This is an optimization exercise on Yosys and OpenROAD, whose aim is small area, a short achievable clock period and few clock cycles, not a production implementation. RTL that was checked went through simulation tests only; none was proved equivalent to the original. No activity file was given, so power comes from the tool's default toggle rates.

==> module apb_master, before the edit <==
module apb_master (
    input         pclk,
    input         presetn,
    input         start,
    input         write,
    input  [31:0] addr,
    output        in_map,     
    output        wr0,        
    output        wr1,        
    output reg    done,
    output reg    error
);
    assign in_map = (addr[31:13] == 19'd0) && (addr[11:4] == 8'd0);
    assign wr0 = start && write && !addr[12];
    assign wr1 = start && write &&  addr[12];
    always @(posedge pclk or negedge presetn) begin
        if (!presetn) begin
            done  <= 1'b0;
            error <= 1'b0;
        end else begin
            done  <= start;
            error <= !in_map;
        end
    end
endmodule
==> module apb_slave, before the edit <==
module apb_slave (
    input         pclk,
    input         presetn,
    input         in_map,     
    input         we,         
    input         rsel,       
    input  [1:0]  idx,
    input  [3:0]  strb,
    input  [31:0] wdata,
    output [31:0] rdata       
);
    reg [31:0] regfile [0:3];
    reg [3:0]  valid;
    wire [31:0] mdata = wdata & {{8{strb[3]}}, {8{strb[2]}}, {8{strb[1]}}, {8{strb[0]}}};
    wire [31:0] part [0:3];
    genvar r, b;
    generate
        for (r = 0; r < 4; r = r + 1) begin : g_reg
            wire wr = we && idx == r;
            always @(posedge pclk or negedge presetn) begin
                if (!presetn)
                    valid[r] <= 1'b0;
                else if (wr && in_map)
                    valid[r] <= 1'b1;
            end
            for (b = 0; b < 4; b = b + 1) begin : g_byte
                wire pre = wr && (strb[b] || !valid[r]);
                always @(posedge pclk)
                    if (pre && in_map)
                        regfile[r][8*b +: 8] <= mdata[8*b +: 8];
            end
            wire sel = rsel && idx == r && valid[r];
            assign part[r] = {32{sel}} & regfile[r];
        end
    endgenerate
    assign rdata = part[0] | part[1] | part[2] | part[3];
endmodule
==> module apb_top, before the edit <==
module apb_top(
    input        pclk,
    input        presetn,
    input        start,
    input        write,
    input [31:0] addr,
    input [31:0] wdata,
    input [3:0]  strb,
    input [2:0]  prot,
    output [31:0] rdata,
    output        done,
    output        error
);
    wire        in_map, wr0, wr1;
    wire [31:0] rd0, rd1;
    reg  [31:0] rdata_q;
    apb_master master (
        .pclk    (pclk),
        .presetn (presetn),
        .start   (start),
        .write   (write),
        .addr    (addr),
        .in_map  (in_map),
        .wr0     (wr0),
        .wr1     (wr1),
        .done    (done),
        .error   (error)
    );
    apb_slave slave0 (
        .pclk    (pclk),
        .presetn (presetn),
        .in_map  (in_map),
        .we      (wr0),
        .rsel    (!addr[12]),
        .idx     (addr[3:2]),
        .strb    (strb),
        .wdata   (wdata),
        .rdata   (rd0)
    );
    apb_slave slave1 (
        .pclk    (pclk),
        .presetn (presetn),
        .in_map  (in_map),
        .we      (wr1),
        .rsel    (addr[12]),
        .idx     (addr[3:2]),
        .strb    (strb),
        .wdata   (wdata),
        .rdata   (rd1)
    );
    always @(posedge pclk)
        rdata_q <= rd0 | rd1;
    assign rdata = rdata_q;
endmodule
export LEC_CHECK = 0
export ABC_CLOCK_PERIOD_IN_PS = 1200
export CAP_MARGIN = 20
export CORE_MARGIN = 2
export CORE_UTILIZATION = 60
export CTS_BUF_LIST = sky130_fd_sc_hd__clkbuf_16
export CTS_CLUSTER_DIAMETER = 60
export CTS_CLUSTER_SIZE = 20
export SETUP_SLACK_MARGIN = 2.0
export SLEW_MARGIN = 20
create_clock -name core_clock -period 4.0 [get_ports {pclk}]
standard.sh (not shown) runs the stock make flow with config.mk's settings and CLKGATE_MAP_FILE= SYNTH_SCRIPT=/design/flow/synth_recipe.tcl, a recipe that flattens the netlist after the stock synthesis.
==> flow/flow/run.sh <==
#!/bin/bash
# The standard layout (bash standard.sh), with the port buffers that
# buffer_ports inserts made of a plain buffer cell instead of the delay cell it
# picks by default. ORFS writes each step's full log under orfs/logs/; make's
# own output goes to make_finish.log here.
set -euo pipefail
bash standard.sh "BUFFER_PORTS_ARGS=-buffer_cell sky130_fd_sc_hd__buf_2" finish > make_finish.log 2>&1
Next try:
==> flow/design.v (replaced) <==
`timescale 1ns / 1ps
module apb_master (
    input         pclk,
    input         presetn,
    input         start,
    input         write,
    input  [31:0] addr,
    output        wr0,        
    output        wr1,        
    output reg    done,
    output reg    error
);
    wire in_map = (addr[31:13] == 19'd0) && (addr[11:4] == 8'd0);
    assign wr0 = start && write && in_map && !addr[12];
    assign wr1 = start && write && in_map &&  addr[12];
    always @(posedge pclk or negedge presetn) begin
        if (!presetn) begin
            done  <= 1'b0;
            error <= 1'b0;
        end else begin
            done  <= start;
            error <= !in_map;
        end
    end
endmodule
`timescale 1ns / 1ps
module apb_slave (
    input         pclk,
    input         presetn,
    input         we,         
    input         rsel,       
    input  [1:0]  idx,
    input  [3:0]  strb,
    input  [31:0] wdata,
    output [31:0] rdata       
);
    reg [31:0] regfile [0:3];
    reg [3:0]  valid;
    always @(posedge pclk or negedge presetn) begin
        if (!presetn)
            valid <= 4'b0;
        else if (we)
            valid[idx] <= 1'b1;
    end
    wire [31:0] part [0:3];
    genvar r, b;
    generate
        for (r = 0; r < 4; r = r + 1) begin : g_reg
            wire wr = we && idx == r;
            for (b = 0; b < 4; b = b + 1) begin : g_byte
                wire keep = !(wr && (strb[b] || !valid[r]));
                wire load = wr && strb[b];
                always @(posedge pclk)
                    regfile[r][8*b +: 8] <= (regfile[r][8*b +: 8] & {8{keep}})
                                          | (wdata[8*b +: 8] & {8{load}});
            end
            wire sel = rsel && idx == r && valid[r];
            assign part[r] = {32{sel}} & regfile[r];
        end
    endgenerate
    assign rdata = part[0] | part[1] | part[2] | part[3];
endmodule
`timescale 1ns / 1ps
module apb_top(
    input        pclk,
    input        presetn,
    input        start,
    input        write,
    input [31:0] addr,
    input [31:0] wdata,
    input [3:0]  strb,
    input [2:0]  prot,
    output [31:0] rdata,
    output        done,
    output        error
);
    wire        wr0, wr1;
    wire [31:0] rd0, rd1;
    reg  [31:0] rdata_q;
    apb_master master (
        .pclk    (pclk),
        .presetn (presetn),
        .start   (start),
        .write   (write),
        .addr    (addr),
        .wr0     (wr0),
        .wr1     (wr1),
        .done    (done),
        .error   (error)
    );
    apb_slave slave0 (
        .pclk    (pclk),
        .presetn (presetn),
        .we      (wr0),
        .rsel    (!addr[12]),
        .idx     (addr[3:2]),
        .strb    (strb),
        .wdata   (wdata),
        .rdata   (rd0)
    );
    apb_slave slave1 (
        .pclk    (pclk),
        .presetn (presetn),
        .we      (wr1),
        .rsel    (addr[12]),
        .idx     (addr[3:2]),
        .strb    (strb),
        .wdata   (wdata),
        .rdata   (rd1)
    );
    always @(posedge pclk)
        rdata_q <= rd0 | rd1;
    assign rdata = rdata_q;
endmodule
Effect: Flip-flop and latch count does not change. Sequential power fell by 12%. Sequential share of layout area goes down by 18 points. Routed wire length rose by 35%. Design area goes down by 2.4%. Power shrinks by 3.2%. Utilization decreases by 5.1 points. Critical path depth came out lower by 2. Global-route usage grows by 6.0 points. Maximum frequency goes up by 18%. Worst setup slack improved by 360 ps. Synthesized area rises by 4.7%. Die area goes up by 4.5%.
Testbench counts after the change, summed over its fixed seeds: cycles 3,200.
For the first run of this note, only the layout was checked, not whether the RTL still works.

static timing again, ports no longer ideal:
The results above use ideal ports. As a check the final layouts listed here were re-extracted and re-timed, cells and wires unchanged. Step 1: set_driving_cell puts a clkbuf_16 on pclk and a buf_2 on each other input, an assumption about the parent block. Step 2 moves the port delays by t, midway between the first and last clock arrival at a register: inputs arrive t later, outputs are due t later. That takes back most of the time a late clock gives input paths. Three values: no drivers, after step 1, after step 2; two values: the first two.
run	t, ns	setup slack, ns	cell pins on the clock port's net
the first run	0.542	1.648 / 1.663 / 1.121	1
the second run	0.544	2.005 / 2.025 / 1.482	1
After both steps setup and hold are still met in every run listed. The setup slack of the first run, which loses most, moves by +0.015 ns with the drivers and by -0.527 ns with both steps.
